What follows belongs to an exercise in optimizing a design on an open flow for small area, a short achievable clock period and few clock cycles per item; a production flow would make more cautious choices.
No functional check of the RTL was part of any run shown here.
Power figures rest on the tool's default switching activity, not on a simulated workload.

**flow/design.v**
```verilog
module booth_multiplier(
    input         clk,
    input         reset_n,
    input         op_start,
    input         op_clear,
    input  [31:0] multiplier,
    input  [31:0] multiplicand,
    output        op_done,
    output [63:0] result
);
  reg busy, done;
  reg [2:0] cnt;
  wire last = (cnt == 4);
  reg  [31:0] m_q;             
  reg  [31:0] lo_q;            
  reg  [31:0] s_q, c_q;       
  reg         bq;              
  reg         cy_q;            
  assign op_done = done;
  assign result  = {s_q[31:0], lo_q};
  wire [3:0] ng;
  wire [32:0] e0;
  wire one0 = lo_q[0] ^ bq;
  wire two0 = (lo_q[1] & ~lo_q[0] & ~bq) | (~lo_q[1] & lo_q[0] & bq);
  assign ng[0] = lo_q[1];
  wire [32:0] mg0 = ({33{one0}} & {m_q[31], m_q}) | ({33{two0}} & {m_q, 1'b0});
  wire [32:0] pp0 = mg0 ^ {33{ng[0]}};
  assign e0 = {~pp0[32], pp0[31:0]};
  wire [32:0] e1;
  wire one1 = lo_q[2] ^ lo_q[1];
  wire two1 = (lo_q[3] & ~lo_q[2] & ~lo_q[1]) | (~lo_q[3] & lo_q[2] & lo_q[1]);
  assign ng[1] = lo_q[3];
  wire [32:0] mg1 = ({33{one1}} & {m_q[31], m_q}) | ({33{two1}} & {m_q, 1'b0});
  wire [32:0] pp1 = mg1 ^ {33{ng[1]}};
  assign e1 = {~pp1[32], pp1[31:0]};
  wire [32:0] e2;
  wire one2 = lo_q[4] ^ lo_q[3];
  wire two2 = (lo_q[5] & ~lo_q[4] & ~lo_q[3]) | (~lo_q[5] & lo_q[4] & lo_q[3]);
  assign ng[2] = lo_q[5];
  wire [32:0] mg2 = ({33{one2}} & {m_q[31], m_q}) | ({33{two2}} & {m_q, 1'b0});
  wire [32:0] pp2 = mg2 ^ {33{ng[2]}};
  assign e2 = {~pp2[32], pp2[31:0]};
  wire [32:0] e3;
  wire one3 = lo_q[6] ^ lo_q[5];
  wire two3 = (lo_q[7] & ~lo_q[6] & ~lo_q[5]) | (~lo_q[7] & lo_q[6] & lo_q[5]);
  assign ng[3] = lo_q[7];
  wire [32:0] mg3 = ({33{one3}} & {m_q[31], m_q}) | ({33{two3}} & {m_q, 1'b0});
  wire [32:0] pp3 = mg3 ^ {33{ng[3]}};
  assign e3 = {~pp3[32], pp3[31:0]};
  wire fs1;
  wire fc2;
  wire hs3;
  wire hc4;
  wire fs5;
  wire fc6;
  wire hs7;
  wire hc8;
  wire fs9;
  wire fc10;
  wire fs11;
  wire fc12;
  wire hs13;
  wire hc14;
  wire fs15;
  wire fc16;
  wire fs17;
  wire fc18;
  wire hs19;
  wire hc20;
  wire fs21;
  wire fc22;
  wire fs23;
  wire fc24;
  wire fs25;
  wire fc26;
  wire hs27;
  wire hc28;
  wire fs29;
  wire fc30;
  wire fs31;
  wire fc32;
  wire fs33;
  wire fc34;
  wire hs35;
  wire hc36;
  wire fs37;
  wire fc38;
  wire fs39;
  wire fc40;
  wire fs41;
  wire fc42;
  wire fs43;
  wire fc44;
  wire hs45;
  wire hc46;
  wire fs47;
  wire fc48;
  wire fs49;
  wire fc50;
  wire fs51;
  wire fc52;
  wire fs53;
  wire fc54;
  wire hs55;
  wire hc56;
  wire fs57;
  wire fc58;
  wire fs59;
  wire fc60;
  wire fs61;
  wire fc62;
  wire fs63;
  wire fc64;
  wire hs65;
  wire hc66;
  wire fs67;
  wire fc68;
  wire fs69;
  wire fc70;
  wire fs71;
  wire fc72;
  wire fs73;
  wire fc74;
  wire hs75;
  wire hc76;
  wire fs77;
  wire fc78;
  wire fs79;
  wire fc80;
  wire fs81;
  wire fc82;
  wire fs83;
  wire fc84;
  wire hs85;
  wire hc86;
  wire fs87;
  wire fc88;
  wire fs89;
  wire fc90;
  wire fs91;
  wire fc92;
  wire fs93;
  wire fc94;
  wire hs95;
  wire hc96;
  wire fs97;
  wire fc98;
  wire fs99;
  wire fc100;
  wire fs101;
  wire fc102;
  wire fs103;
  wire fc104;
  wire hs105;
  wire hc106;
  wire fs107;
  wire fc108;
  wire fs109;
  wire fc110;
  wire fs111;
  wire fc112;
  wire fs113;
  wire fc114;
  wire hs115;
  wire hc116;
  wire fs117;
  wire fc118;
  wire fs119;
  wire fc120;
  wire fs121;
  wire fc122;
  wire fs123;
  wire fc124;
  wire hs125;
  wire hc126;
  wire fs127;
  wire fc128;
  wire fs129;
  wire fc130;
  wire fs131;
  wire fc132;
  wire fs133;
  wire fc134;
  wire hs135;
  wire hc136;
  wire fs137;
  wire fc138;
  wire fs139;
  wire fc140;
  wire fs141;
  wire fc142;
  wire fs143;
  wire fc144;
  wire hs145;
  wire hc146;
  wire fs147;
  wire fc148;
  wire fs149;
  wire fc150;
  wire fs151;
  wire fc152;
  wire fs153;
  wire fc154;
  wire hs155;
  wire hc156;
  wire fs157;
  wire fc158;
  wire fs159;
  wire fc160;
  wire fs161;
  wire fc162;
  wire fs163;
  wire fc164;
  wire hs165;
  wire hc166;
  wire fs167;
  wire fc168;
  wire fs169;
  wire fc170;
  wire fs171;
  wire fc172;
  wire fs173;
  wire fc174;
  wire hs175;
  wire hc176;
  wire fs177;
  wire fc178;
  wire fs179;
  wire fc180;
  wire fs181;
  wire fc182;
  wire fs183;
  wire fc184;
  wire hs185;
  wire hc186;
  wire fs187;
  wire fc188;
  wire fs189;
  wire fc190;
  wire fs191;
  wire fc192;
  wire fs193;
  wire fc194;
  wire hs195;
  wire hc196;
  wire fs197;
  wire fc198;
  wire fs199;
  wire fc200;
  wire fs201;
  wire fc202;
  wire fs203;
  wire fc204;
  wire hs205;
  wire hc206;
  wire fs207;
  wire fc208;
  wire fs209;
  wire fc210;
  wire fs211;
  wire fc212;
  wire fs213;
  wire fc214;
  wire hs215;
  wire hc216;
  wire fs217;
  wire fc218;
  wire fs219;
  wire fc220;
  wire fs221;
  wire fc222;
  wire fs223;
  wire fc224;
  wire hs225;
  wire hc226;
  wire fs227;
  wire fc228;
  wire fs229;
  wire fc230;
  wire fs231;
  wire fc232;
  wire fs233;
  wire fc234;
  wire hs235;
  wire hc236;
  wire fs237;
  wire fc238;
  wire fs239;
  wire fc240;
  wire fs241;
  wire fc242;
  wire fs243;
  wire fc244;
  wire hs245;
  wire hc246;
  wire fs247;
  wire fc248;
  wire fs249;
  wire fc250;
  wire fs251;
  wire fc252;
  wire fs253;
  wire fc254;
  wire hs255;
  wire hc256;
  wire fs257;
  wire fc258;
  wire fs259;
  wire fc260;
  wire fs261;
  wire fc262;
  wire fs263;
  wire fc264;
  wire hs265;
  wire hc266;
  wire fs267;
  wire fc268;
  wire fs269;
  wire fc270;
  wire fs271;
  wire fc272;
  wire fs273;
  wire fc274;
  wire hs275;
  wire hc276;
  wire fs277;
  wire fc278;
  wire fs279;
  wire fc280;
  wire fs281;
  wire fc282;
  wire fs283;
  wire fc284;
  wire hs285;
  wire hc286;
  wire fs287;
  wire fc288;
  wire fs289;
  wire fc290;
  wire fs291;
  wire fc292;
  wire fs293;
  wire fc294;
  wire hs295;
  wire hc296;
  wire fs297;
  wire fc298;
  wire fs299;
  wire fc300;
  wire fs301;
  wire fc302;
  wire hs303;
  wire hc304;
  wire fs305;
  wire fc306;
  wire fs307;
  wire fc308;
  wire hs309;
  wire hc310;
  wire fs311;
  wire fc312;
  wire fs313;
  wire fc314;
  wire fs315;
  wire fc316;
  wire hs317;
  wire hc318;
  assign fs1 = c_q[0] ^ cy_q ^ s_q[0];
  assign fc2 = (c_q[0] & cy_q) | (s_q[0] & (c_q[0] ^ cy_q));
  assign hs3 = ng[0] ^ fs1;
  assign hc4 = ng[0] & fs1;
  assign fs5 = c_q[1] ^ s_q[1] ^ fc2;
  assign fc6 = (c_q[1] & s_q[1]) | (fc2 & (c_q[1] ^ s_q[1]));
  assign hs7 = e0[1] ^ hc4;
  assign hc8 = e0[1] & hc4;
  assign fs9 = c_q[2] ^ s_q[2] ^ ng[1];
  assign fc10 = (c_q[2] & s_q[2]) | (ng[1] & (c_q[2] ^ s_q[2]));
  assign fs11 = e0[2] ^ e1[0] ^ fs9;
  assign fc12 = (e0[2] & e1[0]) | (fs9 & (e0[2] ^ e1[0]));
  assign hs13 = fc6 ^ hc8;
  assign hc14 = fc6 & hc8;
  assign fs15 = c_q[3] ^ s_q[3] ^ e0[3];
  assign fc16 = (c_q[3] & s_q[3]) | (e0[3] & (c_q[3] ^ s_q[3]));
  assign fs17 = e1[1] ^ fc10 ^ fs15;
  assign fc18 = (e1[1] & fc10) | (fs15 & (e1[1] ^ fc10));
  assign hs19 = fc12 ^ hc14;
  assign hc20 = fc12 & hc14;
  assign fs21 = c_q[4] ^ s_q[4] ^ ng[2];
  assign fc22 = (c_q[4] & s_q[4]) | (ng[2] & (c_q[4] ^ s_q[4]));
  assign fs23 = e0[4] ^ e1[2] ^ e2[0];
  assign fc24 = (e0[4] & e1[2]) | (e2[0] & (e0[4] ^ e1[2]));
  assign fs25 = fs21 ^ fc16 ^ fs23;
  assign fc26 = (fs21 & fc16) | (fs23 & (fs21 ^ fc16));
  assign hs27 = fc18 ^ hc20;
  assign hc28 = fc18 & hc20;
  assign fs29 = c_q[5] ^ s_q[5] ^ e0[5];
  assign fc30 = (c_q[5] & s_q[5]) | (e0[5] & (c_q[5] ^ s_q[5]));
  assign fs31 = e1[3] ^ e2[1] ^ fc22;
  assign fc32 = (e1[3] & e2[1]) | (fc22 & (e1[3] ^ e2[1]));
  assign fs33 = fc24 ^ fs29 ^ fs31;
  assign fc34 = (fc24 & fs29) | (fs31 & (fc24 ^ fs29));
  assign hs35 = fc26 ^ fs33;
  assign hc36 = fc26 & fs33;
  assign fs37 = c_q[6] ^ s_q[6] ^ ng[3];
  assign fc38 = (c_q[6] & s_q[6]) | (ng[3] & (c_q[6] ^ s_q[6]));
  assign fs39 = e0[6] ^ e1[4] ^ e2[2];
  assign fc40 = (e0[6] & e1[4]) | (e2[2] & (e0[6] ^ e1[4]));
  assign fs41 = e3[0] ^ fs37 ^ fc30;
  assign fc42 = (e3[0] & fs37) | (fc30 & (e3[0] ^ fs37));
  assign fs43 = fs39 ^ fc32 ^ fs41;
  assign fc44 = (fs39 & fc32) | (fs41 & (fs39 ^ fc32));
  assign hs45 = fc34 ^ hc36;
  assign hc46 = fc34 & hc36;
  assign fs47 = c_q[7] ^ s_q[7] ^ e0[7];
  assign fc48 = (c_q[7] & s_q[7]) | (e0[7] & (c_q[7] ^ s_q[7]));
  assign fs49 = e1[5] ^ e2[3] ^ e3[1];
  assign fc50 = (e1[5] & e2[3]) | (e3[1] & (e1[5] ^ e2[3]));
  assign fs51 = fc38 ^ fc40 ^ fs47;
  assign fc52 = (fc38 & fc40) | (fs47 & (fc38 ^ fc40));
  assign fs53 = fs49 ^ fc42 ^ fs51;
  assign fc54 = (fs49 & fc42) | (fs51 & (fs49 ^ fc42));
  assign hs55 = fc44 ^ fs53;
  assign hc56 = fc44 & fs53;
  assign fs57 = c_q[8] ^ s_q[8] ^ e0[8];
  assign fc58 = (c_q[8] & s_q[8]) | (e0[8] & (c_q[8] ^ s_q[8]));
  assign fs59 = e1[6] ^ e2[4] ^ e3[2];
  assign fc60 = (e1[6] & e2[4]) | (e3[2] & (e1[6] ^ e2[4]));
  assign fs61 = fc48 ^ fc50 ^ fs57;
  assign fc62 = (fc48 & fc50) | (fs57 & (fc48 ^ fc50));
  assign fs63 = fs59 ^ fc52 ^ fs61;
  assign fc64 = (fs59 & fc52) | (fs61 & (fs59 ^ fc52));
  assign hs65 = fc54 ^ fs63;
  assign hc66 = fc54 & fs63;
  assign fs67 = c_q[9] ^ s_q[9] ^ e0[9];
  assign fc68 = (c_q[9] & s_q[9]) | (e0[9] & (c_q[9] ^ s_q[9]));
  assign fs69 = e1[7] ^ e2[5] ^ e3[3];
  assign fc70 = (e1[7] & e2[5]) | (e3[3] & (e1[7] ^ e2[5]));
  assign fs71 = fc58 ^ fc60 ^ fs67;
  assign fc72 = (fc58 & fc60) | (fs67 & (fc58 ^ fc60));
  assign fs73 = fs69 ^ fc62 ^ fs71;
  assign fc74 = (fs69 & fc62) | (fs71 & (fs69 ^ fc62));
  assign hs75 = fc64 ^ fs73;
  assign hc76 = fc64 & fs73;
  assign fs77 = c_q[10] ^ s_q[10] ^ e0[10];
  assign fc78 = (c_q[10] & s_q[10]) | (e0[10] & (c_q[10] ^ s_q[10]));
  assign fs79 = e1[8] ^ e2[6] ^ e3[4];
  assign fc80 = (e1[8] & e2[6]) | (e3[4] & (e1[8] ^ e2[6]));
  assign fs81 = fc68 ^ fc70 ^ fs77;
  assign fc82 = (fc68 & fc70) | (fs77 & (fc68 ^ fc70));
  assign fs83 = fs79 ^ fc72 ^ fs81;
  assign fc84 = (fs79 & fc72) | (fs81 & (fs79 ^ fc72));
  assign hs85 = fc74 ^ fs83;
  assign hc86 = fc74 & fs83;
  assign fs87 = c_q[11] ^ s_q[11] ^ e0[11];
  assign fc88 = (c_q[11] & s_q[11]) | (e0[11] & (c_q[11] ^ s_q[11]));
  assign fs89 = e1[9] ^ e2[7] ^ e3[5];
  assign fc90 = (e1[9] & e2[7]) | (e3[5] & (e1[9] ^ e2[7]));
  assign fs91 = fc78 ^ fc80 ^ fs87;
  assign fc92 = (fc78 & fc80) | (fs87 & (fc78 ^ fc80));
  assign fs93 = fs89 ^ fc82 ^ fs91;
  assign fc94 = (fs89 & fc82) | (fs91 & (fs89 ^ fc82));
  assign hs95 = fc84 ^ fs93;
  assign hc96 = fc84 & fs93;
  assign fs97 = c_q[12] ^ s_q[12] ^ e0[12];
  assign fc98 = (c_q[12] & s_q[12]) | (e0[12] & (c_q[12] ^ s_q[12]));
  assign fs99 = e1[10] ^ e2[8] ^ e3[6];
  assign fc100 = (e1[10] & e2[8]) | (e3[6] & (e1[10] ^ e2[8]));
  assign fs101 = fc88 ^ fc90 ^ fs97;
  assign fc102 = (fc88 & fc90) | (fs97 & (fc88 ^ fc90));
  assign fs103 = fs99 ^ fc92 ^ fs101;
  assign fc104 = (fs99 & fc92) | (fs101 & (fs99 ^ fc92));
  assign hs105 = fc94 ^ fs103;
  assign hc106 = fc94 & fs103;
  assign fs107 = c_q[13] ^ s_q[13] ^ e0[13];
  assign fc108 = (c_q[13] & s_q[13]) | (e0[13] & (c_q[13] ^ s_q[13]));
  assign fs109 = e1[11] ^ e2[9] ^ e3[7];
  assign fc110 = (e1[11] & e2[9]) | (e3[7] & (e1[11] ^ e2[9]));
  assign fs111 = fc100 ^ fc98 ^ fs107;
  assign fc112 = (fc100 & fc98) | (fs107 & (fc100 ^ fc98));
  assign fs113 = fs109 ^ fc102 ^ fs111;
  assign fc114 = (fs109 & fc102) | (fs111 & (fs109 ^ fc102));
  assign hs115 = fc104 ^ fs113;
  assign hc116 = fc104 & fs113;
  assign fs117 = c_q[14] ^ s_q[14] ^ e0[14];
  assign fc118 = (c_q[14] & s_q[14]) | (e0[14] & (c_q[14] ^ s_q[14]));
  assign fs119 = e1[12] ^ e2[10] ^ e3[8];
  assign fc120 = (e1[12] & e2[10]) | (e3[8] & (e1[12] ^ e2[10]));
  assign fs121 = fc108 ^ fc110 ^ fs117;
  assign fc122 = (fc108 & fc110) | (fs117 & (fc108 ^ fc110));
  assign fs123 = fs119 ^ fc112 ^ fs121;
  assign fc124 = (fs119 & fc112) | (fs121 & (fs119 ^ fc112));
  assign hs125 = fc114 ^ fs123;
  assign hc126 = fc114 & fs123;
  assign fs127 = c_q[15] ^ s_q[15] ^ e0[15];
  assign fc128 = (c_q[15] & s_q[15]) | (e0[15] & (c_q[15] ^ s_q[15]));
  assign fs129 = e1[13] ^ e2[11] ^ e3[9];
  assign fc130 = (e1[13] & e2[11]) | (e3[9] & (e1[13] ^ e2[11]));
  assign fs131 = fc118 ^ fc120 ^ fs127;
  assign fc132 = (fc118 & fc120) | (fs127 & (fc118 ^ fc120));
  assign fs133 = fs129 ^ fc122 ^ fs131;
  assign fc134 = (fs129 & fc122) | (fs131 & (fs129 ^ fc122));
  assign hs135 = fc124 ^ fs133;
  assign hc136 = fc124 & fs133;
  assign fs137 = c_q[16] ^ s_q[16] ^ e0[16];
  assign fc138 = (c_q[16] & s_q[16]) | (e0[16] & (c_q[16] ^ s_q[16]));
  assign fs139 = e1[14] ^ e2[12] ^ e3[10];
  assign fc140 = (e1[14] & e2[12]) | (e3[10] & (e1[14] ^ e2[12]));
  assign fs141 = fc128 ^ fc130 ^ fs137;
  assign fc142 = (fc128 & fc130) | (fs137 & (fc128 ^ fc130));
  assign fs143 = fs139 ^ fc132 ^ fs141;
  assign fc144 = (fs139 & fc132) | (fs141 & (fs139 ^ fc132));
  assign hs145 = fc134 ^ fs143;
  assign hc146 = fc134 & fs143;
  assign fs147 = c_q[17] ^ s_q[17] ^ e0[17];
  assign fc148 = (c_q[17] & s_q[17]) | (e0[17] & (c_q[17] ^ s_q[17]));
  assign fs149 = e1[15] ^ e2[13] ^ e3[11];
  assign fc150 = (e1[15] & e2[13]) | (e3[11] & (e1[15] ^ e2[13]));
  assign fs151 = fc138 ^ fc140 ^ fs147;
  assign fc152 = (fc138 & fc140) | (fs147 & (fc138 ^ fc140));
  assign fs153 = fs149 ^ fc142 ^ fs151;
  assign fc154 = (fs149 & fc142) | (fs151 & (fs149 ^ fc142));
  assign hs155 = fc144 ^ fs153;
  assign hc156 = fc144 & fs153;
  assign fs157 = c_q[18] ^ s_q[18] ^ e0[18];
  assign fc158 = (c_q[18] & s_q[18]) | (e0[18] & (c_q[18] ^ s_q[18]));
  assign fs159 = e1[16] ^ e2[14] ^ e3[12];
  assign fc160 = (e1[16] & e2[14]) | (e3[12] & (e1[16] ^ e2[14]));
  assign fs161 = fc148 ^ fc150 ^ fs157;
  assign fc162 = (fc148 & fc150) | (fs157 & (fc148 ^ fc150));
  assign fs163 = fs159 ^ fc152 ^ fs161;
  assign fc164 = (fs159 & fc152) | (fs161 & (fs159 ^ fc152));
  assign hs165 = fc154 ^ fs163;
  assign hc166 = fc154 & fs163;
  assign fs167 = c_q[19] ^ s_q[19] ^ e0[19];
  assign fc168 = (c_q[19] & s_q[19]) | (e0[19] & (c_q[19] ^ s_q[19]));
  assign fs169 = e1[17] ^ e2[15] ^ e3[13];
  assign fc170 = (e1[17] & e2[15]) | (e3[13] & (e1[17] ^ e2[15]));
  assign fs171 = fc158 ^ fc160 ^ fs167;
  assign fc172 = (fc158 & fc160) | (fs167 & (fc158 ^ fc160));
  assign fs173 = fs169 ^ fc162 ^ fs171;
  assign fc174 = (fs169 & fc162) | (fs171 & (fs169 ^ fc162));
  assign hs175 = fc164 ^ fs173;
  assign hc176 = fc164 & fs173;
  assign fs177 = c_q[20] ^ s_q[20] ^ e0[20];
  assign fc178 = (c_q[20] & s_q[20]) | (e0[20] & (c_q[20] ^ s_q[20]));
  assign fs179 = e1[18] ^ e2[16] ^ e3[14];
  assign fc180 = (e1[18] & e2[16]) | (e3[14] & (e1[18] ^ e2[16]));
  assign fs181 = fc168 ^ fc170 ^ fs177;
  assign fc182 = (fc168 & fc170) | (fs177 & (fc168 ^ fc170));
  assign fs183 = fs179 ^ fc172 ^ fs181;
  assign fc184 = (fs179 & fc172) | (fs181 & (fs179 ^ fc172));
  assign hs185 = fc174 ^ fs183;
  assign hc186 = fc174 & fs183;
  assign fs187 = c_q[21] ^ s_q[21] ^ e0[21];
  assign fc188 = (c_q[21] & s_q[21]) | (e0[21] & (c_q[21] ^ s_q[21]));
  assign fs189 = e1[19] ^ e2[17] ^ e3[15];
  assign fc190 = (e1[19] & e2[17]) | (e3[15] & (e1[19] ^ e2[17]));
  assign fs191 = fc178 ^ fc180 ^ fs187;
  assign fc192 = (fc178 & fc180) | (fs187 & (fc178 ^ fc180));
  assign fs193 = fs189 ^ fc182 ^ fs191;
  assign fc194 = (fs189 & fc182) | (fs191 & (fs189 ^ fc182));
  assign hs195 = fc184 ^ fs193;
  assign hc196 = fc184 & fs193;
  assign fs197 = c_q[22] ^ s_q[22] ^ e0[22];
  assign fc198 = (c_q[22] & s_q[22]) | (e0[22] & (c_q[22] ^ s_q[22]));
  assign fs199 = e1[20] ^ e2[18] ^ e3[16];
  assign fc200 = (e1[20] & e2[18]) | (e3[16] & (e1[20] ^ e2[18]));
  assign fs201 = fc188 ^ fc190 ^ fs197;
  assign fc202 = (fc188 & fc190) | (fs197 & (fc188 ^ fc190));
  assign fs203 = fs199 ^ fc192 ^ fs201;
  assign fc204 = (fs199 & fc192) | (fs201 & (fs199 ^ fc192));
  assign hs205 = fc194 ^ fs203;
  assign hc206 = fc194 & fs203;
  assign fs207 = c_q[23] ^ s_q[23] ^ e0[23];
  assign fc208 = (c_q[23] & s_q[23]) | (e0[23] & (c_q[23] ^ s_q[23]));
  assign fs209 = e1[21] ^ e2[19] ^ e3[17];
  assign fc210 = (e1[21] & e2[19]) | (e3[17] & (e1[21] ^ e2[19]));
  assign fs211 = fc198 ^ fc200 ^ fs207;
  assign fc212 = (fc198 & fc200) | (fs207 & (fc198 ^ fc200));
  assign fs213 = fs209 ^ fc202 ^ fs211;
  assign fc214 = (fs209 & fc202) | (fs211 & (fs209 ^ fc202));
  assign hs215 = fc204 ^ fs213;
  assign hc216 = fc204 & fs213;
  assign fs217 = c_q[24] ^ s_q[24] ^ e0[24];
  assign fc218 = (c_q[24] & s_q[24]) | (e0[24] & (c_q[24] ^ s_q[24]));
  assign fs219 = e1[22] ^ e2[20] ^ e3[18];
  assign fc220 = (e1[22] & e2[20]) | (e3[18] & (e1[22] ^ e2[20]));
  assign fs221 = fc208 ^ fc210 ^ fs217;
  assign fc222 = (fc208 & fc210) | (fs217 & (fc208 ^ fc210));
  assign fs223 = fs219 ^ fc212 ^ fs221;
  assign fc224 = (fs219 & fc212) | (fs221 & (fs219 ^ fc212));
  assign hs225 = fc214 ^ fs223;
  assign hc226 = fc214 & fs223;
  assign fs227 = c_q[25] ^ s_q[25] ^ e0[25];
  assign fc228 = (c_q[25] & s_q[25]) | (e0[25] & (c_q[25] ^ s_q[25]));
  assign fs229 = e1[23] ^ e2[21] ^ e3[19];
  assign fc230 = (e1[23] & e2[21]) | (e3[19] & (e1[23] ^ e2[21]));
  assign fs231 = fc218 ^ fc220 ^ fs227;
  assign fc232 = (fc218 & fc220) | (fs227 & (fc218 ^ fc220));
  assign fs233 = fs229 ^ fc222 ^ fs231;
  assign fc234 = (fs229 & fc222) | (fs231 & (fs229 ^ fc222));
  assign hs235 = fc224 ^ fs233;
  assign hc236 = fc224 & fs233;
  assign fs237 = c_q[26] ^ s_q[26] ^ e0[26];
  assign fc238 = (c_q[26] & s_q[26]) | (e0[26] & (c_q[26] ^ s_q[26]));
  assign fs239 = e1[24] ^ e2[22] ^ e3[20];
  assign fc240 = (e1[24] & e2[22]) | (e3[20] & (e1[24] ^ e2[22]));
  assign fs241 = fc228 ^ fc230 ^ fs237;
  assign fc242 = (fc228 & fc230) | (fs237 & (fc228 ^ fc230));
  assign fs243 = fs239 ^ fc232 ^ fs241;
  assign fc244 = (fs239 & fc232) | (fs241 & (fs239 ^ fc232));
  assign hs245 = fc234 ^ fs243;
  assign hc246 = fc234 & fs243;
  assign fs247 = c_q[27] ^ s_q[27] ^ e0[27];
  assign fc248 = (c_q[27] & s_q[27]) | (e0[27] & (c_q[27] ^ s_q[27]));
  assign fs249 = e1[25] ^ e2[23] ^ e3[21];
  assign fc250 = (e1[25] & e2[23]) | (e3[21] & (e1[25] ^ e2[23]));
  assign fs251 = fc238 ^ fc240 ^ fs247;
  assign fc252 = (fc238 & fc240) | (fs247 & (fc238 ^ fc240));
  assign fs253 = fs249 ^ fc242 ^ fs251;
  assign fc254 = (fs249 & fc242) | (fs251 & (fs249 ^ fc242));
  assign hs255 = fc244 ^ fs253;
  assign hc256 = fc244 & fs253;
  assign fs257 = c_q[28] ^ s_q[28] ^ e0[28];
  assign fc258 = (c_q[28] & s_q[28]) | (e0[28] & (c_q[28] ^ s_q[28]));
  assign fs259 = e1[26] ^ e2[24] ^ e3[22];
  assign fc260 = (e1[26] & e2[24]) | (e3[22] & (e1[26] ^ e2[24]));
  assign fs261 = fc248 ^ fc250 ^ fs257;
  assign fc262 = (fc248 & fc250) | (fs257 & (fc248 ^ fc250));
  assign fs263 = fs259 ^ fc252 ^ fs261;
  assign fc264 = (fs259 & fc252) | (fs261 & (fs259 ^ fc252));
  assign hs265 = fc254 ^ fs263;
  assign hc266 = fc254 & fs263;
  assign fs267 = c_q[29] ^ s_q[29] ^ e0[29];
  assign fc268 = (c_q[29] & s_q[29]) | (e0[29] & (c_q[29] ^ s_q[29]));
  assign fs269 = e1[27] ^ e2[25] ^ e3[23];
  assign fc270 = (e1[27] & e2[25]) | (e3[23] & (e1[27] ^ e2[25]));
  assign fs271 = fc258 ^ fc260 ^ fs267;
  assign fc272 = (fc258 & fc260) | (fs267 & (fc258 ^ fc260));
  assign fs273 = fs269 ^ fc262 ^ fs271;
  assign fc274 = (fs269 & fc262) | (fs271 & (fs269 ^ fc262));
  assign hs275 = fc264 ^ fs273;
  assign hc276 = fc264 & fs273;
  assign fs277 = c_q[30] ^ s_q[30] ^ e0[30];
  assign fc278 = (c_q[30] & s_q[30]) | (e0[30] & (c_q[30] ^ s_q[30]));
  assign fs279 = e1[28] ^ e2[26] ^ e3[24];
  assign fc280 = (e1[28] & e2[26]) | (e3[24] & (e1[28] ^ e2[26]));
  assign fs281 = fc268 ^ fc270 ^ fs277;
  assign fc282 = (fc268 & fc270) | (fs277 & (fc268 ^ fc270));
  assign fs283 = fs279 ^ fc272 ^ fs281;
  assign fc284 = (fs279 & fc272) | (fs281 & (fs279 ^ fc272));
  assign hs285 = fc274 ^ fs283;
  assign hc286 = fc274 & fs283;
  assign fs287 = c_q[31] ^ s_q[31] ^ e0[31];
  assign fc288 = (c_q[31] & s_q[31]) | (e0[31] & (c_q[31] ^ s_q[31]));
  assign fs289 = e1[29] ^ e2[27] ^ e3[25];
  assign fc290 = (e1[29] & e2[27]) | (e3[25] & (e1[29] ^ e2[27]));
  assign fs291 = fc278 ^ fc280 ^ fs287;
  assign fc292 = (fc278 & fc280) | (fs287 & (fc278 ^ fc280));
  assign fs293 = fs289 ^ fc282 ^ fs291;
  assign fc294 = (fs289 & fc282) | (fs291 & (fs289 ^ fc282));
  assign hs295 = fc284 ^ fs293;
  assign hc296 = fc284 & fs293;
  assign fs297 = e0[32] ^ e1[30] ^ e2[28];
  assign fc298 = (e0[32] & e1[30]) | (e2[28] & (e0[32] ^ e1[30]));
  assign fs299 = e3[26] ^ fc288 ^ fc290;
  assign fc300 = (e3[26] & fc288) | (fc290 & (e3[26] ^ fc288));
  assign fs301 = fs297 ^ fs299 ^ fc292;
  assign fc302 = (fs297 & fs299) | (fc292 & (fs297 ^ fs299));
  assign hs303 = fc294 ^ fs301;
  assign hc304 = fc294 & fs301;
  assign fs305 = e1[31] ^ e2[29] ^ e3[27];
  assign fc306 = (e1[31] & e2[29]) | (e3[27] & (e1[31] ^ e2[29]));
  assign fs307 = fc298 ^ fs305 ^ fc300;
  assign fc308 = (fc298 & fs305) | (fc300 & (fc298 ^ fs305));
  assign hs309 = fc302 ^ fs307;
  assign hc310 = fc302 & fs307;
  assign fs311 = e1[32] ^ e2[30] ^ e3[28];
  assign fc312 = (e1[32] & e2[30]) | (e3[28] & (e1[32] ^ e2[30]));
  assign fs313 = fc306 ^ fs311 ^ fc308;
  assign fc314 = (fc306 & fs311) | (fc308 & (fc306 ^ fs311));
  assign fs315 = e2[31] ^ e3[29] ^ fc312;
  assign fc316 = (e2[31] & e3[29]) | (fc312 & (e2[31] ^ e3[29]));
  assign hs317 = e2[32] ^ e3[30];
  assign hc318 = e2[32] & e3[30];
  wire [39:0] sn = {1'b0, e3[32], e3[31], fc316, fc314, hc310, hc304, hc296, hc286, hc276, hc266, hc256, hc246, hc236, hc226, hc216, hc206, hc196, hc186, hc176, hc166, hc156, hc146, hc136, hc126, hc116, hc106, hc96, hc86, hc76, hc66, hc56, hc46, fs43, hc28, fs25, fs17, fs11, fs5, e0[0]};
  wire [39:0] cn = {1'b0, 1'b0, hc318, hs317, fs315, fs313, hs309, hs303, hs295, hs285, hs275, hs265, hs255, hs245, hs235, hs225, hs215, hs205, hs195, hs185, hs175, hs165, hs155, hs145, hs135, hs125, hs115, hs105, hs95, hs85, hs75, hs65, hs55, hs45, hs35, hs27, hs19, hs13, hs7, hs3};
  wire [8:0] lowsum = sn[7:0] + cn[7:0];
  wire [31:0] hi = s_q[31:0] + c_q[31:0] + 32'hAAAAAAAB + {31'b0, cy_q};
  always @(posedge clk or negedge reset_n) begin
    if (!reset_n) begin
      busy <= 1'b0;
      done <= 1'b0;
    end else if (op_clear) begin
      busy <= 1'b0;
      done <= 1'b0;
    end else if (!busy && !done) begin
      busy <= op_start;
    end else if (busy && last) begin
      busy <= 1'b0;
      done <= 1'b1;
    end
  end
  always @(posedge clk) begin
    if (!busy) begin
      cnt <= 0;
    end else begin
      cnt <= cnt + 1'b1;
    end
    if (!busy && !done) begin
      m_q  <= multiplicand;
      lo_q <= multiplier;
      s_q  <= 0;
      c_q  <= 0;
      bq   <= 1'b0;
      cy_q <= 1'b0;
    end else if (busy && !last) begin
      lo_q <= {lowsum[7:0], lo_q[31:8]};
      bq   <= lo_q[7];
      cy_q <= lowsum[8];
      s_q  <= sn[39:8];
      c_q  <= cn[39:8];
    end else if (busy) begin
      s_q  <= hi;
    end
  end
endmodule
```
**flow/run.sh**
```bash
#!/bin/bash
# synth_recipe.tcl (not shown) runs the flow's synth.tcl, then flattens the netlist and writes it again
# the make line also repeats each setting of config.mk as NAME=value (left out here)
make -C /OpenROAD-flow-scripts/flow DESIGN_CONFIG=/design/flow/config.mk WORK_HOME=/design/flow/orfs CLKGATE_MAP_FILE= SYNTH_SCRIPT=/design/flow/synth_recipe.tcl finish
```
**flow/config.mk**
```make
export PLATFORM = sky130hd
export DESIGN_NAME = booth_multiplier
export DESIGN_NICKNAME = booth_multiplier
export VERILOG_FILES = /design/flow/design.v
export SDC_FILE = /design/flow/constraint.sdc
export NUM_CORES = 4
export LEC_CHECK = 0
export CAP_MARGIN = 20
export CORE_MARGIN = 2
export CORE_UTILIZATION = 40
export PLACE_DENSITY = 0.6
export SLEW_MARGIN = 20
```
**flow/constraint.sdc**
```tcl
create_clock -name core_clock -period 5.0 [get_ports {clk}]
set_input_delay 1.0000 -clock core_clock [delete_from_list [all_inputs] [get_ports {clk}]]
set_output_delay 1.0000 -clock core_clock [all_outputs]
set_load 0.01 [all_outputs]
```
==> out/qor.csv, run 1 <==
stage,metric,value,unit
outcome,status,"complete, no violations",
setup_path,worst reg2reg endpoint,lo_q[31]$_DFFE_PP_,
power,leakage power,7.21,nW
detailed_routing,Total Wirelength,49800,um
cells_and_area,fin nets,2221,
logic_synthesis,"area leader, netlist",fa_1,
detailed_routing,post-DR vias/cell,5.71,
timing,Slew HR,0.371,
place,Place WS,410,ps
min_path,min-delay src,cnt[0]$_SDFF_PN0_,
logic_synthesis,Post-synth EDFFs,64,
timing,Final min period,4410,ps
clock_tree,CTS-repair resized insts,0,
cells_and_area,Multi-input gate area,0.0105,mm2
logic_synthesis,asr flop ratio synth,0.0150,
place,Port Buffers,132,
run,MaxCap Viol Count,0,
logic_synthesis,sequential area share after synthesis,0.216,
logic_synthesis,Syn Area/Cell,7.93,um2
cells_and_area,synthesis-to-layout area growth,14.1,%
die,Die X,200,um
timing,final hold viol count,0,
logic_synthesis,Syn Std Cell Area,0.0153,mm2
cells_and_area,ANT cells,0,
die,Ports,133,
global_route,GRT Total Usage,0.260,
setup_path,required time of the critical path,5180,ps
timing,Finish-stage setup viols,0,
detailed_routing,DR WL/cell,20.4,um
clock_tree,TritonCTS buffer count,17,
clock_tree,post-CTS setup buffer count,0,
place,placed insts,2413,
logic_synthesis,synthesized instance count,1936,
timing,clk_skew,8.26,ps
cells_and_area,layout cells sized above 1,0.0471,
min_path,Hold Path Stages,1,
timing,Slew @ Worst Pin,944,ps
cells_and_area,end-of-flow core utilization,0.464,
clock_tree,clock sinks,133,
setup_path,"Max FO, Critical Path",87,
logic_synthesis,post-synth net total,2236,
clock_tree,CTS tree,built,
min_path,class of the tightest hold or removal check,reg -> reg,
place,dpl hpwl,37000,um
clock_tree,Root Driver,clkbuf_16,
timing,Tcrit/Tclk final,0.882,
timing,RSZ-0062 raised after global routing,no,
die,chip height,200,um
setup_path,reg2reg path depth,15,
setup_path,R2R setup slack,590,ps
clock_tree,H-tree Lvls,4,
die,initial core utilization,0.407,
die,die area,0.0400,mm2
power,Cell Pwr Density,638,mW/mm2
global_route,vias in the first global route,13670,
detailed_routing,post-route ant nets,0,
logic_synthesis,Synth cell types,63,
detailed_routing,drt first pass iters,6,
place,GP Congestion,0.886,
cells_and_area,# fillers,3727,
setup_path,Critical Path End Type,flip-flop,
cells_and_area,sequential cell area,0.00331,mm2
detailed_routing,via count,13965,
setup_path,RR Startpoint,lo_q[1]$_DFFE_PP_,
logic_synthesis,synth top area cells,"fa_1 16%, edfxtp_1 13%, ha_1 8.8%, dfxtp_1 8.7%, a21oi_1 5.4%",
clock_tree,clock buffer depth,2,
setup_path,CP startpoint kind,flip-flop,
cells_and_area,fin cells,2445,
die,num rows,71,
timing,post-layout worst setup margin,590,ps
global_route,grt total ovfl,0,
timing,f_max,227,MHz
logic_synthesis,ys flop type,dfxtp_1,
power,"Power, Total",11.2,mW
power,VDD IR-drop max,0.394,mV
global_route,wire length of the first global-routing pass,79400,um
detailed_routing,DR iter-0 viols,1222,
logic_synthesis,share of the synthesized area in the top cell type,0.162,
clock_tree,clock slew at reported path FFs,60,ps
setup_path,kind of critical path,reg -> reg,
clock_tree,clock latency (worst-skew pair),460,ps
logic_synthesis,Synth Register Bits,133,
detailed_routing,Residual DRC,0,
timing,total negative slack,0,ps
place,area post-placement,0.0169,mm2
global_route,largest net degree at the start of global routing,88,
min_path,Worst Hold Endpoint,cnt[0]$_SDFF_PN0_,
die,core area,0.0378,mm2
timing,Hold Slack,456,ps
timing,"Slew Viols, Final",0,
logic_synthesis,Syn. warnings,1,
global_route,initial antenna violation count,0,
setup_path,Critical Path AT,4590,ps
clock_tree,CTS Hold Buffers Added,0,
cells_and_area,Finished Cell Area,0.0175,mm2
-- placed cells by master (no fill, tap or decap), drive strengths merged, types with 30 or more instances in the layout --
cell type / synthesis / routed
a21oi: 167 / 167
a22oi: 100 / 100
buf: 29 / 39
clkdlybuf4s50: 0 / 132
dfxtp: 67 / 67
edfxtp: 64 / 64
fa: 124 / 124
ha: 108 / 108
inv: 209 / 211
maj3: 30 / 30
nand2: 205 / 205
nor2: 126 / 126
nor2b: 31 / 31
o21ai: 141 / 141
o22ai: 114 / 114
o31ai: 35 / 35
-- cell usage after synthesis, types with 7 or more instances --
library cell	instances
a211oi_1	16
a221oi_1	19
clkbuf_1	176
xor2_1	21
ha_1	108
nand3_1	21
fa_1	124
edfxtp_1	64
a31oi_1	10
a21o_1	10
nor2_1	125
nor3_1	7
o31ai_1	34
o21ai_0	110
inv_1	208
dfxtp_1	67
a22oi_1	100
maj3_1	30
nor2b_1	31
a21oi_1	167
o311a_1	13
buf_1	28
and2_1	8
o21ai_1	31
xnor2_1	21
o22ai_1	114
nand2_1	205
-- flip-flops by register name (all words and copies together) (netlist names) --
signal	cells
bq	1
busy	1
c_q	30
cnt	3
cy_q	1
done	1
lo_q	32
m_q	32
s_q	32
-- logic make-up after synthesis --
family	after synthesis	share of synthesized area
simple gates	423	0.117
compound gates	660	0.271
flops	133	0.216
buf+inv	414	0.101
xor+xnor	42	0.0240
mux	2	0.00147
fa+ha+maj	262	0.269
-- where the power goes --
| part | switching [mW] | total [mW] | internal [mW] |
|---|---|---|---|
| Sequential | 0.342 | 1.78 | 1.44 |
| Combinational | 4.67 | 8.06 | 3.39 |
| Clock | 0.532 | 1.33 | 0.798 |
| Total | 5.54 | 11.2 | 5.63 |
-- layout make-up --
cell class | instances | area share
multi-input combinational | 1389 | 0.600
sequential | 133 | 0.189
timing repair buffer | 171 | 0.0950
clock buffer | 23 | 0.0281
inverter | 209 | 0.0449
clock inverter | 9 | 0.00650
tap | 511 | 0.0365
-- metal layers --
layer,part of all wire,wire [um],track usage
met5,0,0,0
met4,0.032,1570,0.0927
met3,0.048,2410,0.0430
met2,0.49,24600,0.445
met1,0.43,21300,0.332
-- critical path, stage by stage (launching register included) --
cell      delay (ps)
edfxtp_1         610
buf_12           350
nor2b_1          460
nand2_1           90
o21ai_0           90
nand2_1           70
o221ai_1         110
fa_1             500
fa_1             530
inv_1             50
ha_1             190
ha_1             290
ha_1             340
a21oi_1          180
xor2_1           180
o21ai_1           70
-- how the worst max path moves through the flow --
stage	start	end	slack, ps	cells past startpoint
detailed placement	lo_q[1]$_DFFE_PP_	lo_q[31]$_DFFE_PP_	410	11
global route	lo_q[1]$_DFFE_PP_	lo_q[31]$_DFFE_PP_	220	17
finish	lo_q[1]$_DFFE_PP_	lo_q[31]$_DFFE_PP_	590	15
floorplan	lo_q[1]$_DFFE_PP_	lo_q[31]$_DFFE_PP_	820	15
CTS	lo_q[1]$_DFFE_PP_	lo_q[31]$_DFFE_PP_	430	11
global placement	lo_q[1]$_DFFE_PP_	lo_q[31]$_DFFE_PP_	510	11
==> inputs of run 2 (changes only) <==
--- a/flow/config.mk
+++ b/flow/config.mk
@@ -9,4 +9,5 @@
 export CORE_MARGIN = 2
 export CORE_UTILIZATION = 40
 export PLACE_DENSITY = 0.6
+export SETUP_SLACK_MARGIN = 1.5
 export SLEW_MARGIN = 20
==> out/qor.csv, run 2 <==
stage,metric,value,unit
outcome,status,"complete, no violations",
logic_synthesis,share of the synthesized area in the top cell type,0.162,
setup_path,kind of critical path,reg -> reg,
die,Ports,133,
logic_synthesis,asr flop ratio synth,0.0150,
place,Port Buffers,132,
cells_and_area,Largest regs,"lo_q: 32 flops, m_q: 32 flops, s_q: 32 flops",
logic_synthesis,Syn Area/Cell,7.93,um2
timing,"Slew Viols, Final",0,
clock_tree,CTS tree,built,
die,Die X,200,um
timing,Slew HR,0.304,
clock_tree,clock buffer depth,2,
setup_path,Critical Path AT,4130,ps
global_route,initial antenna violation count,0,
cells_and_area,synthesis-to-layout area growth,32.2,%
detailed_routing,via count,15112,
cells_and_area,most frequent cells in the layout,"195 x nand2_1, 193 x inv_1, 150 x a21oi_1",
cells_and_area,ANT cells,0,
die,initial core utilization,0.407,
setup_path,required time of the critical path,5320,ps
setup_path,CP bufs+invs,7,
die,die area,0.0400,mm2
logic_synthesis,Post-synth EDFFs,64,
timing,total negative slack,0,ps
die,chip height,200,um
clock_tree,clock latency (worst-skew pair),450,ps
detailed_routing,post-route ant nets,0,
global_route,vias in the first global route,14248,
logic_synthesis,sequential area share after synthesis,0.216,
cells_and_area,Finished Cell Area,0.0203,mm2
logic_synthesis,Syn. warnings,1,
timing,Finish-stage setup viols,0,
timing,f_max,262,MHz
setup_path,R2R setup slack,1190,ps
timing,RSZ-0062 raised after global routing,yes,
timing,clk_skew,9.35,ps
setup_path,"Max FO, Critical Path",6,
min_path,class of the tightest hold or removal check,reg -> reg,
setup_path,Crit path top cell by count,fa_1,
setup_path,reg2reg path depth,18,
global_route,largest net degree at the start of global routing,74,
cells_and_area,fin nets,2339,
global_route,wire length of the first global-routing pass,84000,um
clock_tree,clock slew at reported path FFs,60,ps
power,leakage power,8.28,nW
clock_tree,clock sinks,133,
detailed_routing,drt first pass iters,6,
detailed_routing,DR iter-0 viols,1571,
logic_synthesis,Synth cell types,63,
die,core area,0.0378,mm2
logic_synthesis,ys flop type,dfxtp_1,
logic_synthesis,top-count cell post-synth,inv_1,
logic_synthesis,synthesized instance count,1936,
place,dpl hpwl,36700,um
place,area post-placement,0.0170,mm2
detailed_routing,DR WL/cell,22.1,um
cells_and_area,layout cells sized above 1,0.218,
die,num rows,71,
run,MaxCap Viol Count,0,
setup_path,CP endpoint,cy_q$_SDFFE_PP0P_,
timing,final hold viol count,0,
logic_synthesis,"area leader, netlist",fa_1,
detailed_routing,Total Wirelength,56600,um
timing,Final min period,3810,ps
global_route,GRT Total Usage,0.278,
clock_tree,H-tree Lvls,4,
global_route,global routing's busiest layer,met2,
power,VDD IR-drop max,0.551,mV
logic_synthesis,Syn Std Cell Area,0.0153,mm2
setup_path,family with the most delay on the worst path,adder cells,
setup_path,delay of the slowest critical-path stage,540,ps
timing,Tcrit/Tclk final,0.762,
clock_tree,Root Driver,clkbuf_16,
cells_and_area,"most common cell after layout, fill and taps aside",nand2_1,
global_route,met3 usage,0.0454,
global_route,grt total ovfl,0,
setup_path,worst reg2reg endpoint,cy_q$_SDFFE_PP0P_,
setup_path,Critical Path End Type,flip-flop,
logic_synthesis,synth top area cells,"fa_1 16%, edfxtp_1 13%, ha_1 8.8%, dfxtp_1 8.7%, a21oi_1 5.4%",
setup_path,Crit. path cell count,18,
setup_path,Crit-path slowest cell,fa_1,
detailed_routing,post-DR vias/cell,5.90,
global_route,GRT met1 Usage,0.355,
logic_synthesis,Synth Register Bits,133,
setup_path,crit path cell chain,buf_6 > buf_12 > buf_16 > nor2b_4 > nand2_1 > o31ai_2 > a21oi_2 > fa_1 > inv_2 > fa_1 > fa_1 > inv_2 > ha_4 > ha_4 > buf_4 > buf_6 > a21oi_2 > a21oi_1,
place,GP Congestion,0.894,
timing,Slew @ Worst Pin,1040,ps
clock_tree,TritonCTS buffer count,17,
logic_synthesis,"top cells by count, synth","208 x inv_1, 205 x nand2_1, 176 x clkbuf_1, 167 x a21oi_1, 125 x nor2_1",
detailed_routing,Residual DRC,0,
clock_tree,CTS Hold Buffers Added,0,
power,Cell Pwr Density,655,mW/mm2
global_route,met2 GRT Util,0.458,
logic_synthesis,post-synth net total,2236,
setup_path,crit path launch,lo_q[0]$_DFFE_PP_,
setup_path,RR Startpoint,lo_q[0]$_DFFE_PP_,
setup_path,CP startpoint kind,flip-flop,
==> run 2: cell types whose count changed in the layout (fill, tap and decap cells not counted), sizes merged, moves of 2 or more <==
cell / before / now
bufbuf: 0 / 6
clkinv: 4 / 6
clkbuf: 23 / 25
buf: 39 / 144
clkinvlp: 1 / 4
==> run 2: cells by family (layout without fill, tap and decap cells) <==
| group | after synthesis | after routing | share of synthesized area |
|---|---|---|---|
| AOI/OAI and AO/OA | 660 | 660 | 0.271 |
| and+or+nand+nor | 423 | 423 | 0.117 |
| buffers and inverters | 414 | 530 | 0.101 |
| adders and majority gates | 262 | 262 | 0.269 |
| DFF | 133 | 133 | 0.216 |
| xor gates and xnor gates | 42 | 42 | 0.0240 |
| muxes | 2 | 2 | 0.00147 |
==> run 2: what timing repair did <==
item / 4_1_cts / 5_1_grt
cloned: 13 / 7
buffers inserted: 28 / 71
endpoints found under the setup margin: 61 / 59
gates resized for setup: 192 / 194
pin swaps: 59 / 89
==> run 2: per-stage QoR <==
stage / total power [mW] / hold WS, ps / instances / util / worst slack (ps)
floorplan: 7.32 / 420 / 1936 / - / 1260
global placement: 10.0 / 435 / 2412 / 0.449 / 888
detailed placement: 10.0 / 439 / 2412 / 0.449 / 792
CTS: 12.4 / 450 / 2485 / 0.499 / 1180
global route: 14.5 / 484 / 2563 / 0.538 / 1010
finish: 13.3 / 451 / 2563 / 0.538 / 1190
==> run 2: worst min-delay path by stage <==
stage / startpoint / end / slack (ps) / cells after the start
2_1_floorplan: cnt[0]$_SDFF_PN0_ / cnt[0]$_SDFF_PN0_ / 420 / 1
3_3_place_gp: cnt[0]$_SDFF_PN0_ / cnt[0]$_SDFF_PN0_ / 430 / 1
3_5_place_dp: cnt[0]$_SDFF_PN0_ / cnt[0]$_SDFF_PN0_ / 440 / 1
4_1_cts: cnt[0]$_SDFF_PN0_ / cnt[0]$_SDFF_PN0_ / 450 / 1
5_1_grt: cnt[0]$_SDFF_PN0_ / cnt[0]$_SDFF_PN0_ / 480 / 1
6_report: cnt[0]$_SDFF_PN0_ / cnt[0]$_SDFF_PN0_ / 450 / 1
==> run 2: area by class of cell <==
class / instances / area, um2
Multi-Input combinational cell: 1389 / 11700
Timing Repair Buffer: 289 / 3330
Sequential cell: 133 / 3320
Clock inverter: 14 / 128
Tap cell: 511 / 639
Clock buffer: 18 / 429
Fill cell: 3443 / 17500
Inverter: 209 / 786
==> run 2: routing by layer <==
layer,vias to the layer above,share of wire
met5,-,0
met4,0,0.059
met3,166,0.074
met2,711,0.47
met1,7254,0.40
li1,6981,-
==> run 2: power by group <==
part / internal [mW] / switching [mW] / leakage, nW
Sequential: 1.44 / 0.305 / 1.23
Clock: 0.687 / 0.557 / 0.260
Combinational: 4.80 / 5.51 / 6.79
==> inputs of run 3 (changes only) <==
--- a/flow/config.mk
+++ b/flow/config.mk
@@ -9,5 +9,5 @@
 export CORE_MARGIN = 2
 export CORE_UTILIZATION = 40
 export PLACE_DENSITY = 0.6
-export SETUP_SLACK_MARGIN = 1.5
+export SETUP_SLACK_MARGIN = 2.5
 export SLEW_MARGIN = 20
==> out/qor.csv, run 3 <==
stage,metric,value,unit
outcome,status,"complete, no violations",
die,initial core utilization,0.407,
timing,clk_skew,13.8,ps
power,Sw Pwr,7.09,mW
power,Clk network pwr share,0.086,
clock_tree,Root Driver,clkbuf_16,
cells_and_area,layout cells sized above 1,0.306,
logic_synthesis,synthesized instance count,1936,
timing,f_max,258,MHz
detailed_routing,drt first pass iters,7,
power,cell internal pwr,8.03,mW
timing,"Slew Viols, Final",0,
detailed_routing,DR WL/cell,22.6,um
global_route,largest net degree at the start of global routing,73,
setup_path,R2R setup slack,1120,ps
die,die area,0.0400,mm2
cells_and_area,"most common cell after layout, fill and taps aside",nand2_1,
cells_and_area,Largest regs,"lo_q: 32 flops, m_q: 32 flops, s_q: 32 flops",
detailed_routing,post-DR vias/cell,5.98,
timing,final hold viol count,0,
logic_synthesis,Post-synth EDFFs,64,
clock_tree,clock sinks,133,
die,Ports,133,
detailed_routing,post-route ant nets,0,
global_route,initial antenna violation count,0,
run,MaxCap Viol Count,0,
logic_synthesis,"top cells by count, synth","208 x inv_1, 205 x nand2_1, 176 x clkbuf_1, 167 x a21oi_1, 125 x nor2_1",
detailed_routing,WL met1,23700,um
clock_tree,H-tree Lvls,4,
cells_and_area,# fillers,3222,
logic_synthesis,Synth cell types,63,
logic_synthesis,ys flop type,dfxtp_1,
timing,total negative slack,0,ps
logic_synthesis,Syn Area/Cell,7.93,um2
detailed_routing,Residual DRC,0,
setup_path,"Max FO, Critical Path",4,
power,Net Sw Frac,0.469,
die,Die X,200,um
die,chip height,200,um
clock_tree,clock buffer depth,2,
place,Port Buffers,132,
timing,RSZ-0062 raised after global routing,yes,
clock_tree,clock slew at reported path FFs,60,ps
logic_synthesis,share of the synthesized area in the top cell type,0.162,
logic_synthesis,top-count cell post-synth,inv_1,
global_route,grt total ovfl,0,
logic_synthesis,Syn Std Cell Area,0.0153,mm2
die,num rows,71,
setup_path,kind of critical path,reg -> reg,
timing,Finish-stage setup viols,0,
setup_path,CP startpoint kind,flip-flop,
global_route,wire length of the first global-routing pass,86100,um
power,leakage power,8.41,nW
logic_synthesis,"area leader, netlist",fa_1,
clock_tree,clock latency (worst-skew pair),460,ps
setup_path,Critical Path End Type,flip-flop,
cells_and_area,synthesis-to-layout area growth,38.6,%
setup_path,worst reg2reg endpoint,lo_q[31]$_DFFE_PP_,
detailed_routing,via count,15379,
logic_synthesis,post-synth net total,2236,
place,placed insts,2420,
cells_and_area,sequential cell area,0.00338,mm2
min_path,class of the tightest hold or removal check,reg -> reg,
cells_and_area,fin cells,2573,
detailed_routing,met3 WL post-DR,4670,um
clock_tree,TritonCTS buffer count,17,
place,dpl hpwl,35900,um
setup_path,reg2reg path depth,13,
place,GP Congestion,0.944,
global_route,GRT Total Usage,0.282,
setup_path,crit path launch,lo_q[3]$_DFFE_PP_,
logic_synthesis,Syn. warnings,1,
power,Seq pwr share,0.118,
clock_tree,CTS Hold Buffers Added,0,
logic_synthesis,sequential area share after synthesis,0.216,
power,Gate power share,0.796,
die,core area,0.0378,mm2
logic_synthesis,Synth Register Bits,133,
power,VDD IR-drop max,0.730,mV
clock_tree,CTS tree,built,
setup_path,Critical Path AT,4040,ps
timing,Tcrit/Tclk final,0.776,
timing,Slew @ Worst Pin,1140,ps
detailed_routing,DR WL met2,26800,um
detailed_routing,DR iter-0 viols,1753,
global_route,vias in the first global route,14775,
logic_synthesis,synth top area cells,"fa_1 16%, edfxtp_1 13%, ha_1 8.8%, dfxtp_1 8.7%, a21oi_1 5.4%",
setup_path,RR Startpoint,lo_q[3]$_DFFE_PP_,
setup_path,required time of the critical path,5170,ps
power,Cell Pwr Density,711,mW/mm2
cells_and_area,ANT cells,0,
cells_and_area,most frequent cells in the layout,"183 x nand2_1, 160 x inv_1, 138 x a21oi_1",
timing,Final min period,3880,ps
detailed_routing,Max Used Layer,met4,
setup_path,CP endpoint,lo_q[31]$_DFFE_PP_,
detailed_routing,Total Wirelength,58000,um
timing,Slew HR,0.240,
cells_and_area,Multi-input gate area,0.0125,mm2
logic_synthesis,asr flop ratio synth,0.0150,
cells_and_area,fin nets,2349,
run 3: cell counts after synthesis:
Identical to the previous run, type by type.
run 3: per-layer routing:
metal,global-route usage,vias up
li1,-,6986
met1,0.367,7424
met2,0.460,796
met3,0.0470,173
met4,0.128,0
met5,0,-
run 3: cell families after synthesis:
group / share of synthesized area
adder cells (fa/ha/maj): 0.269
AO/OA/AOI/OAI: 0.271
multiplexers: 0.00147
AND/OR/NAND/NOR: 0.117
buffers and inverters: 0.101
flip-flops: 0.216
XOR/XNOR: 0.0240
run 3: timing repair:
| action | in CTS | in global routing |
|---|---|---|
| cloned | 17 | 7 |
| resized for setup | 301 | 204 |
| buffers inserted | 49 | 48 |
| pin swaps | 92 | 127 |
| endpoints found under the hold margin | 0 | 0 |
| endpoints found under the setup margin | 89 | 110 |
run 3: through the flow:
step / setup slack (ps) / total power, mW / cell area, um2 / util / hold WS (ps)
6_report: 1120 / 15.1 / 21300 / 0.563 / 458
5_1_grt: 988 / 16.4 / 21300 / 0.563 / 504
4_1_cts: 1090 / 13.3 / 19900 / 0.527 / 459
3_5_place_dp: 699 / 10.4 / 17300 / 0.459 / 448
3_3_place_gp: 748 / 10.3 / 17300 / 0.459 / 433
2_1_floorplan: 1260 / 7.73 / 15900 / - / 420
run 3: cell type report:
| type | instances | area share |
|---|---|---|
| clock inverters | 15 | 0.00718 |
| clock buffers | 17 | 0.0200 |
| well taps | 511 | 0.0301 |
| inverters | 209 | 0.0374 |
| multi-input cells | 1390 | 0.589 |
| repair buffers | 298 | 0.157 |
| flip-flops and latches | 133 | 0.159 |
run 3: power groups by stage:
stage,Sequential (mW),Combinational (mW),Clock [mW]
global placement,1.79,8.55,0
global route,1.81,13.2,1.36
floorplan,1.67,6.06,0
finish,1.78,12.0,1.30
detailed placement,1.79,8.59,0
CTS,1.78,10.2,1.32
run 3: critical path: stages (launching register included):
cell,delay [ps]
edfxtp_1,530
buf_6,190
xor2_2,180
and2_4,190
a221oi_2,380
fa_2,280
inv_1,50
fa_1,510
fa_1,550
inv_2,50
ha_4,210
ha_4,270
xor2_2,130
o21ai_1,70
run 3: how the worst min path moves through the flow:
stage | end | start | slack, ps | depth (start not counted)
4_1_cts | cnt[0]$_SDFF_PN0_ | cnt[0]$_SDFF_PN0_ | 460 | 1
5_1_grt | cnt[0]$_SDFF_PN0_ | cnt[0]$_SDFF_PN0_ | 500 | 1
3_5_place_dp | cnt[0]$_SDFF_PN0_ | cnt[0]$_SDFF_PN0_ | 450 | 1
2_1_floorplan | cnt[0]$_SDFF_PN0_ | cnt[0]$_SDFF_PN0_ | 420 | 1
6_report | cnt[0]$_SDFF_PN0_ | cnt[0]$_SDFF_PN0_ | 460 | 1
3_3_place_gp | cnt[0]$_SDFF_PN0_ | cnt[0]$_SDFF_PN0_ | 430 | 1

## separate check: timing with driven ports
How much do the figures lean on ideal ports? The routed layouts below were timed once more, with nothing changed but the port constraints. Step 1 (the two cells are an assumption about what drives the block):
set clk [get_ports {clk}]
set_driving_cell -lib_cell sky130_fd_sc_hd__clkbuf_16 $clk
set_driving_cell -lib_cell sky130_fd_sc_hd__buf_2 [delete_from_list [all_inputs] $clk]
Step 2 also shifts input and output timing later by t, the mid clock arrival at the registers, as if the neighbouring blocks saw the same clock. Three values: ideal, step 1, step 2; two values: the first two.
| run | t, ns | setup WS [ns] | slew at the worst register clock pin (ns) |
|---|---|---|---|
| run 1 | 0.508 | 0.590 / 0.590 / 0.590 | 0.07 / 0.07 |
| run 2 | 0.502 | 1.189 / 1.189 / 1.189 | 0.07 / 0.07 |
| run 3 | 0.500 | 1.122 / 1.122 / 1.122 | 0.07 / 0.07 |
After both steps setup and hold are still met in every run listed.
